From an optimization exercise on the open Yosys and OpenROAD flow, aimed at small area, a short achievable clock period and few clock cycles; shortcuts taken in it are not production practice.
In this exercise RTL edits were held to simulation tests only and were not proved equivalent to the original.
Power figures rest on the tool's default switching activity, not on a simulated workload.

== before ==
Design sun, start of the top module:
module sun(
    pclk,
    presetn,
    psels,
    penables,
    pwrites,
    paddrs,
    pwdatas,
    prdatas,
    preadys
);
For scale: ~950 cells after synthesis, about 200 flip-flops, roughly 100 I/O pins, ~9300 sq um of cells after synthesis.
Settings: LEC_CHECK=0, CAP_MARGIN=20, CORE_MARGIN=2, CORE_UTILIZATION=40, GPL_TIMING_DRIVEN=0, PLACE_DENSITY=0.6, SLEW_MARGIN=20; clock period 80.0 ns.
standard.sh (not shown) runs the stock make flow with config.mk's settings and CLKGATE_MAP_FILE= SYNTH_SCRIPT=/design/flow/synth_recipe.tcl, a recipe that flattens the netlist after the stock synthesis.
==> flow/flow/run.sh <==
#!/bin/bash
# Own layout flow: the standard flow (standard.sh) with these changes in how the
# layout is made:
#  - synthesis maps the logic with an area-oriented ABC script (flow/abc_area.script)
#    instead of ORFS's delay-oriented one, and skips the quick generic ABC pass inside
#    Yosys's synth (synth -noabc for the fine stage), so the full adders written in
#    the RTL reach Yosys's full-adder extraction as written. Everything else in
#    synthesis is unchanged, so the registers (names, count, cells) are the standard
#    synthesis's;
#  - the port buffers are sky130_fd_sc_hd__buf_1 cells;
#  - clock tree synthesis builds a plain H-tree (no sink clustering) of clkbuf_8 below a
#    clkbuf_16 root and adds no dummy loads;
#  - the repair steps after placement and global routing do not use buffers or
#    inverters of drive 8 and up (flow/no_big_buffers.tcl, sourced before each step's
#    resizer starts).
# Each make run writes its full output to a log file in the work folder.
set -euo pipefail
W=$(pwd)
S="$W/scripts_area"
rm -rf "$S"
cp -r "$FLOW_HOME/scripts" "$S"
cp "$W/flow/abc_area.script" "$S/abc_speed.script"
sed -i 's/-run fine: {\*}\$synth_full_args/-run fine: -noabc {*}$synth_full_args/' "$S/synth.tcl"
grep -q -- '-run fine: -noabc' "$S/synth.tcl"
bash standard.sh SCRIPTS_DIR="$S" synth > "$W/make_synth.log" 2>&1
PRE_RESIZE_TCL="$W/flow/no_big_buffers.tcl" PRE_GLOBAL_ROUTE_TCL="$W/flow/no_big_buffers.tcl" \
bash standard.sh BUFFER_PORTS_ARGS="-buffer_cell sky130_fd_sc_hd__buf_1" \
    CTS_ARGS="-repair_clock_nets -dont_use_dummy_load -root_buf sky130_fd_sc_hd__clkbuf_16 -buf_list sky130_fd_sc_hd__clkbuf_8" \
    finish > "$W/make_finish.log" 2>&1
==> flow/flow/abc_area.script <==
strash
dch -f
amap
==> flow/flow/no_big_buffers.tcl <==
set_dont_use {sky130_fd_sc_hd__buf_8 sky130_fd_sc_hd__buf_12 sky130_fd_sc_hd__buf_16 sky130_fd_sc_hd__bufinv_8 sky130_fd_sc_hd__bufinv_16 sky130_fd_sc_hd__inv_8 sky130_fd_sc_hd__inv_12 sky130_fd_sc_hd__inv_16}
Testbench counts of before, summed over its fixed seeds: cycles 19,920.
Edits applied to the flow inputs when going from before to after:
--- a/flow/design.v
+++ b/flow/design.v
@@ -32,23 +32,23 @@
 reg [30:0] r0;            
 reg [30:0] r1;
 reg        ph;            
 reg [23:0] nit;           
 reg  [7:0] hq;            
 reg  [7:0] kq;            
 reg        od;            
 reg  [1:0] st;            
 reg        ac;            
 reg        dv;            
 reg        cl;            
-reg  [3:0] c;             
+reg  [4:0] c;             
 reg [30:0] rd;            
 wire       wa   = ws;                 
 wire       ra   = rs;                 
 wire       a0   = (aq == 4'd0);
 wire       a1   = (aq == 4'd1);
 wire       a2   = (aq == 4'd2);
 wire       a3   = (aq == 4'd3);
 wire       a4   = (aq == 4'd4);
 wire       a5   = (aq == 4'd5);
 wire       pix  = wa & a4;
 wire       rhi  = ra & (aq[3:1] == 3'b011 | aq[3:1] == 3'b100);
@@ -102,37 +102,37 @@
 wire [30:0] ra_in = (ctl | cl) ? 31'd0 : r1;
 wire [31:0] rc;
 wire [30:0] rsum;
 assign rc[0] = 1'b0;
 generate for (i = 0; i < 31; i = i + 1) begin : g_ring
     wire b = (i < 16) ? addv[i] : 1'b0;
     assign rsum[i] = ra_in[i] ^ b ^ rc[i];
     assign rc[i+1] = (ra_in[i] & b) | (rc[i] & (ra_in[i] ^ b));
 end endgenerate
 wire        last  = ac & (c[1:0] == 2'd3) & xend & yend;
 wire [23:0] rem   = {x, y, p};
-wire        first = last | (dv & (c == 4'd8));
+wire        first = last | (dv & (c == 5'd9));
 wire [23:0] ps    = first ? {1'b0, r0[30:8]} : rem;
 wire        nb    = first ? r0[7] : kq[7];
 wire [24:0] da    = (dv | last) ? {ps, nb} : {17'h1ffff, ~I};
 wire [24:0] db    = {1'b1, nit};
 wire [25:0] dcy;
 wire [24:0] t;
 assign dcy[0] = 1'b1;
 generate for (i = 0; i < 25; i = i + 1) begin : g_div
     assign t[i]     = da[i] ^ db[i] ^ dcy[i];
     assign dcy[i+1] = (da[i] & db[i]) | (dcy[i] & (da[i] ^ db[i]));
 end endgenerate
 wire        qb    = dcy[25] & ~(&nit);
 wire [23:0] rn    = qb ? t[23:0] : {ps[22:0], nb};
-wire        dstep = last | (dv & (c != 4'd7));
+wire        dstep = last | (dv & (c != 5'd8));
 wire  [7:0] stb   = {1'b0, st == 2'b00, 2'b00, st == 2'b00, 1'b0, st};
 always @(posedge pclk) begin
     ws <= psels & ~penables & pwrites & (paddrs[7:4] == 4'd0);
     rs <= psels & ~penables & ~pwrites & (paddrs[7:4] == 4'd0);
     aq <= paddrs[3:0];
     if (wa & a1) thr  <= pwdatas[7:0];
     if (wa & a2) xmax <= pwdatas[7:0];
     if (wa & a3) ymax <= pwdatas[7:0];
     r0 <= rsum;
     r1 <= r0;
     ph <= ~ph;
@@ -145,62 +145,64 @@
     end
     if (cl)
         cl <= 1'b0;
     rd[30:8] <= (rd[30:8] & {23{~rhi}}) |
                 (r0[30:8] & {23{s0}}) | (r1[30:8] & {23{s1}});
     rd[7:0]  <= (rd[7:0] & {8{~(rhi | (ra & (a1 | a5)))}}) |
                 (r0[7:0] & {8{s0}}) | (r1[7:0] & {8{s1}}) |
                 (hq & {8{sh}}) | (kq & {8{sk}}) |
                 (thr & {8{ra & a1}}) | (stb & {8{ra & a5}});
     if (stp) begin
         ac <= 1'b1;
-        c  <= c + 4'd1;
+        c  <= c + 5'd1;
         if (c[1:0] == 2'd0)
             nit <= t[23:0];
         if (c[1:0] == 2'd3) begin
             ac <= 1'b0;
-            c  <= 4'd0;
+            c  <= 5'd0;
             if (xend) begin
                 x <= 8'd1;
                 if (yend) begin
                     st <= 2'b11;
                     dv <= 1'b1;
                     od <= ph;
+                    c  <= 5'd1;
                 end else begin
                     y  <= y + 8'd1;
                     st <= 2'b10;
                 end
             end else begin
                 x  <= x + 8'd1;
                 st <= 2'b10;
             end
         end
     end
     if (dv)
-        c <= c + 4'd1;
+        c <= c + 5'd1;
     if (dstep)
         {x, y} <= rn[23:8];
     p  <= (pwdatas[7:0] & {8{~busy}}) | (rn[7:0] & {8{dstep}}) |
           (p & {8{busy & ~dstep}});
     kq <= ({r0[6:0], qb} & {8{first}}) | ({kq[6:0], qb} & {8{dstep & ~first}}) |
           (kq & {8{~dstep}});
-    if (dv & (c == 4'd7))
+    if (dv & (c == 5'd8))
         hq <= kq;
-    if (dv & (c == 4'd15)) begin
+    if (dv & (c == 5'd16)) begin
         dv <= 1'b0;
+        c  <= 5'd0;
         st <= 2'b00;
     end
     pr0 <= wa & (aq <= 4'd4);
     prd <= pr0;
     if (!presetn) begin
         pr0 <= 1'b0;
         prd <= 1'b0;
         ac  <= 1'b0;
         dv  <= 1'b0;
         cl  <= 1'b0;
-        c   <= 4'd0;
+        c   <= 5'd0;
         ph  <= 1'b0;
     end
 end
 assign prdatas = {1'b0, rd};
 assign preadys = prd;
 endmodule
==> comparison <==
Comparing after and before, the higher synthesized-area fraction occupied by and/or/nand/nor cells is on before.
Diff before -> after: count of buffers inserted at the top-level ports held, max-slew headroom at the worst pin has increased, area taken by multi-input logic gates has remained practically unchanged.
Timing-limited maximum frequency: after vs before — no meaningful difference
Per the comparison of after with before, layout overhead on the synthesized area ~0 delta; power +about 0.6%.
Of after and before, it is after that has the higher average cell area after synthesis.
Between before and after, the flow reports area of the die increasing slightly.
Against before, routed wire length in after came out better.
As of after, unique cell type count in the Yosys netlist had risen by a little under 10% compared to before.
Testbench counts of after, summed over its fixed seeds: cycles 19,920.

---

sun, a different RTL version from the one above (not shown whole).
Size: about 200 flip-flops, roughly 100 I/O pins, about 9600 um2 of cells after synthesis.
==> module sun, before the edit <==
module sun(
    pclk,
    presetn,
    psels,
    penables,
    pwrites,
    paddrs,
    pwdatas,
    prdatas,
    preadys
);
input pclk;
input presetn;
input psels;
input penables;
input pwrites;
input [31:0] paddrs;
input [31:0] pwdatas;
output [31:0] prdatas;
output preadys;
reg        ws;            
reg        rs;            
reg  [3:0] aq;            
reg        pr0;           
reg        prd;           
reg  [7:0] thr;
reg  [7:0] xmax;
reg  [7:0] ymax;
reg  [7:0] x;             
reg  [7:0] y;             
reg  [7:0] p;             
reg [30:0] r0;            
reg [30:0] r1;
reg        ph;            
reg [23:0] nit;           
reg  [7:0] hq;            
reg  [7:0] kq;            
reg        od;            
reg  [1:0] st;            
reg        ac;            
reg        dv;            
reg        cl;            
reg  [4:0] c;             
reg [30:0] rd;            
wire       wa   = ws;                 
wire       ra   = rs;                 
wire       a0   = (aq == 4'd0);
wire       a1   = (aq == 4'd1);
wire       a2   = (aq == 4'd2);
wire       a3   = (aq == 4'd3);
wire       a4   = (aq == 4'd4);
wire       a5   = (aq == 4'd5);
wire       pix  = wa & a4;
wire       rhi  = ra & (aq[3:1] == 3'b011 | aq[3:1] == 3'b100);
wire       s0   = ra & (aq[3:1] == 3'b011) & (aq[0] ^ ~ph);
wire       s1   = ra & (aq[3:1] == 3'b011) & (aq[0] ^ ph);
wire       sh   = ra & (aq[3:1] == 3'b100) & (aq[0] ^ ~od);
wire       sk   = ra & (aq[3:1] == 3'b100) & (aq[0] ^ od);
wire       ctl  = wa & a0 & (p == 8'h01);
wire       busy = ac | dv;
wire [8:0] gb;
assign gb[0] = 1'b0;
genvar i;
generate for (i = 0; i < 8; i = i + 1) begin : g_cmp
    assign gb[i+1] = (p[i] & ~thr[i]) | (gb[i] & (p[i] | ~thr[i]));
end endgenerate
wire       stp  = pix | ac;
wire [7:0] I    = p & {8{gb[8] & stp}};
wire       xend = (x == xmax);
wire       yend = (y == ymax);
reg  [3:0] dig;
always @(*) begin
    case ({ph, c[1]})
        2'b00: dig = y[3:0];
        2'b01: dig = y[7:4];
        2'b10: dig = x[3:0];
        default: dig = x[7:4];
    endcase
end
wire [7:0] pp0 = I & {8{dig[0]}};
wire [7:0] pp1 = I & {8{dig[1]}};
wire [7:0] pp2 = I & {8{dig[2]}};
wire [7:0] pp3 = I & {8{dig[3]}};
wire [8:0] m1c, m2c, m3c;
wire [7:0] m1s, m2s, m3s;
assign m1c[0] = 1'b0;
assign m2c[0] = 1'b0;
assign m3c[0] = 1'b0;
generate for (i = 0; i < 8; i = i + 1) begin : g_mul
    wire a1b = (i < 7) ? pp0[i+1] : 1'b0;
    assign m1s[i]   = a1b ^ pp1[i] ^ m1c[i];
    assign m1c[i+1] = (a1b & pp1[i]) | (m1c[i] & (a1b ^ pp1[i]));
    wire a2b = (i < 7) ? m1s[i+1] : m1c[8];
    assign m2s[i]   = a2b ^ pp2[i] ^ m2c[i];
    assign m2c[i+1] = (a2b & pp2[i]) | (m2c[i] & (a2b ^ pp2[i]));
    wire a3b = (i < 7) ? m2s[i+1] : m2c[8];
    assign m3s[i]   = a3b ^ pp3[i] ^ m3c[i];
    assign m3c[i+1] = (a3b & pp3[i]) | (m3c[i] & (a3b ^ pp3[i]));
end endgenerate
wire [11:0] pr   = {m3c[8], m3s, m2s[0], m1s[0], pp0[0]};
wire [15:0] addv = c[1] ? {pr, 4'd0} : {4'd0, pr};
wire [30:0] ra_in = (ctl | cl) ? 31'd0 : r1;
wire [31:0] rc;
wire [30:0] rsum;
assign rc[0] = 1'b0;
generate for (i = 0; i < 31; i = i + 1) begin : g_ring
    wire b = (i < 16) ? addv[i] : 1'b0;
    assign rsum[i] = ra_in[i] ^ b ^ rc[i];
    assign rc[i+1] = (ra_in[i] & b) | (rc[i] & (ra_in[i] ^ b));
end endgenerate
wire        last  = ac & (c[1:0] == 2'd3) & xend & yend;
wire [23:0] rem   = {x, y, p};
wire        first = last | (dv & (c == 5'd9));
wire [23:0] ps    = first ? {1'b0, r0[30:8]} : rem;
wire        nb    = first ? r0[7] : kq[7];
wire [24:0] da    = (dv | last) ? {ps, nb} : {17'h1ffff, ~I};
wire [24:0] db    = {1'b1, nit};
wire [25:0] dcy;
wire [24:0] t;
assign dcy[0] = 1'b1;
generate for (i = 0; i < 25; i = i + 1) begin : g_div
    assign t[i]     = da[i] ^ db[i] ^ dcy[i];
    assign dcy[i+1] = (da[i] & db[i]) | (dcy[i] & (da[i] ^ db[i]));
end endgenerate
wire        qb    = dcy[25] & ~(&nit);
wire [23:0] rn    = qb ? t[23:0] : {ps[22:0], nb};
wire        dstep = last | (dv & (c != 5'd8));
wire  [7:0] stb   = {1'b0, st == 2'b00, 2'b00, st == 2'b00, 1'b0, st};
always @(posedge pclk) begin
    ws <= psels & ~penables & pwrites & (paddrs[7:4] == 4'd0);
    rs <= psels & ~penables & ~pwrites & (paddrs[7:4] == 4'd0);
    aq <= paddrs[3:0];
    if (!busy)
        p <= pwdatas[7:0];
    if (wa & a1) thr  <= pwdatas[7:0];
    if (wa & a2) xmax <= pwdatas[7:0];
    if (wa & a3) ymax <= pwdatas[7:0];
    r0 <= rsum;
    r1 <= r0;
    ph <= ~ph;
    if (ctl) begin
        nit <= 24'hffffff;
        x   <= 8'd1;
        y   <= 8'd1;
        st  <= 2'b01;
        cl  <= 1'b1;
    end
    if (cl)
        cl <= 1'b0;
    if (rhi)
        rd[30:8] <= (r0[30:8] & {23{s0}}) | (r1[30:8] & {23{s1}});
    if (rhi | (ra & (a1 | a5)))
        rd[7:0] <= (r0[7:0] & {8{s0}}) | (r1[7:0] & {8{s1}}) |
                   (hq & {8{sh}}) | (kq & {8{sk}}) |
                   (thr & {8{ra & a1}}) | (stb & {8{ra & a5}});
    if (stp) begin
        ac <= 1'b1;
        c  <= c + 5'd1;
        if (c[1:0] == 2'd0)
            nit <= t[23:0];
        if (c[1:0] == 2'd3) begin
            ac <= 1'b0;
            c  <= 5'd0;
            if (xend) begin
                x <= 8'd1;
                if (yend) begin
                    st <= 2'b11;
                    dv <= 1'b1;
                    od <= ph;
                    c  <= 5'd1;
                end else begin
                    y  <= y + 8'd1;
                    st <= 2'b10;
                end
            end else begin
                x  <= x + 8'd1;
                st <= 2'b10;
            end
        end
    end
    if (dv)
        c <= c + 5'd1;
    if (dstep) begin
        {x, y, p} <= rn;
        kq <= first ? {r0[6:0], qb} : {kq[6:0], qb};
    end
    if (dv & (c == 5'd8))
        hq <= kq;
    if (dv & (c == 5'd16)) begin
        dv <= 1'b0;
        c  <= 5'd0;
        st <= 2'b00;
    end
    pr0 <= wa & (aq <= 4'd4);
    prd <= pr0;
    if (!presetn) begin
        pr0 <= 1'b0;
        prd <= 1'b0;
        ac  <= 1'b0;
        dv  <= 1'b0;
        cl  <= 1'b0;
        c   <= 5'd0;
        ph  <= 1'b0;
    end
end
assign prdatas = {1'b0, rd};
assign preadys = prd;
endmodule
export LEC_CHECK = 0
export CAP_MARGIN = 20
export CORE_MARGIN = 2
export CORE_UTILIZATION = 40
export GPL_TIMING_DRIVEN = 0
export PLACE_DENSITY = 0.6
export SLEW_MARGIN = 20
create_clock -name core_clock -period 80.0 [get_ports {pclk}]
Scripts as last shown in full above: flow/flow/run.sh, flow/flow/abc_area.script, flow/flow/no_big_buffers.tcl
Testbench counts at the start, summed over its fixed seeds: cycles 19,920.
Then changed:
--- a/flow/design.v
+++ b/flow/design.v
@@ -46,19 +46,13 @@
 wire       ra   = rs;                 
 wire       a0   = (aq == 4'd0);
 wire       a1   = (aq == 4'd1);
 wire       a2   = (aq == 4'd2);
 wire       a3   = (aq == 4'd3);
 wire       a4   = (aq == 4'd4);
-wire       a5   = (aq == 4'd5);
 wire       pix  = wa & a4;
-wire       rhi  = ra & (aq[3:1] == 3'b011 | aq[3:1] == 3'b100);
-wire       s0   = ra & (aq[3:1] == 3'b011) & (aq[0] ^ ~ph);
-wire       s1   = ra & (aq[3:1] == 3'b011) & (aq[0] ^ ph);
-wire       sh   = ra & (aq[3:1] == 3'b100) & (aq[0] ^ ~od);
-wire       sk   = ra & (aq[3:1] == 3'b100) & (aq[0] ^ od);
 wire       ctl  = wa & a0 & (p == 8'h01);
 wire       busy = ac | dv;
 wire [8:0] gb;
 assign gb[0] = 1'b0;
 genvar i;
 generate for (i = 0; i < 8; i = i + 1) begin : g_cmp
@@ -144,18 +138,21 @@
         y   <= 8'd1;
         st  <= 2'b01;
         cl  <= 1'b1;
     end
     if (cl)
         cl <= 1'b0;
-    if (rhi)
-        rd[30:8] <= (r0[30:8] & {23{s0}}) | (r1[30:8] & {23{s1}});
-    if (rhi | (ra & (a1 | a5)))
-        rd[7:0] <= (r0[7:0] & {8{s0}}) | (r1[7:0] & {8{s1}}) |
-                   (hq & {8{sh}}) | (kq & {8{sk}}) |
-                   (thr & {8{ra & a1}}) | (stb & {8{ra & a5}});
+    if (ra) begin
+        case (aq)
+            4'h1: rd[7:0] <= thr;
+            4'h5: rd[7:0] <= stb;
+            4'h6, 4'h7: rd <= (r0 & {31{aq[0] ^ ~ph}}) | (r1 & {31{aq[0] ^ ph}});
+            4'h8, 4'h9: rd <= {23'd0, (hq & {8{aq[0] ^ ~od}}) | (kq & {8{aq[0] ^ od}})};
+            default: ;
+        endcase
+    end
     if (stp) begin
         ac <= 1'b1;
         c  <= c + 5'd1;
         if (c[1:0] == 2'd0)
             nit <= t[23:0];
         if (c[1:0] == 2'd3) begin
The new run passed the timing, design-rule and antenna checks. Total power fell by about 2.7%. Wire length goes up by about 7%. Worst hold slack improves by 0.041 ns. Worst setup slack gains 0.018 ns. Clock-buffer cell count is unchanged. Via count climbs by 1.8%. Non-clock buffer count rose by 1. Die area came out higher by 0.33%. Fmax stays flat. Register-to-register slack degrades by 0.10 ns. Final area goes up by about 0.6%. Sequential share of layout area decreases by 0.28 points. Final cell count falls by about 4%. Critical path depth is unchanged.
Testbench counts after the change, summed over its fixed seeds: cycles 19,920.

[static timing again, ports no longer ideal]
How much do the figures lean on ideal ports? The routed layouts below were timed once more, with nothing changed but the port constraints. Step 1 assumes that a clkbuf_16 drives the clock port and a buf_2 every other input. Step 2 adds t to the input delays and takes it off the output delays; t is the mean of the earliest and latest rising clock arrival at the registers after step 1. Input paths then give back, and output paths get back, about the clock's delay inside the block. Slacks: ideal / step 1 / step 2; pairs: ideal / step 1.
| run | t, ns | setup WS [ns] | clock arrival spread, ns | worst register clock-pin slew, ns |
|---|---|---|---|---|
| before | 0.432 | 63.085 / 63.037 / 63.099 | 0.038 / 0.038 | 0.12 / 0.12 |
| after | 0.425 | 63.049 / 63.005 / 62.823 | 0.039 / 0.039 | 0.12 / 0.12 |
| the first run of note 2 | 0.427 | 63.069 / 63.021 / 62.928 | 0.040 / 0.039 | 0.11 / 0.11 |
| the second run of note 2 | 0.428 | 63.087 / 63.045 / 62.938 | 0.029 / 0.029 | 0.10 / 0.10 |
After both steps every run listed still meets setup and hold. For after, which loses most, drivers alone change the setup slack by -0.044 ns; drivers and shift together by -0.226 ns.
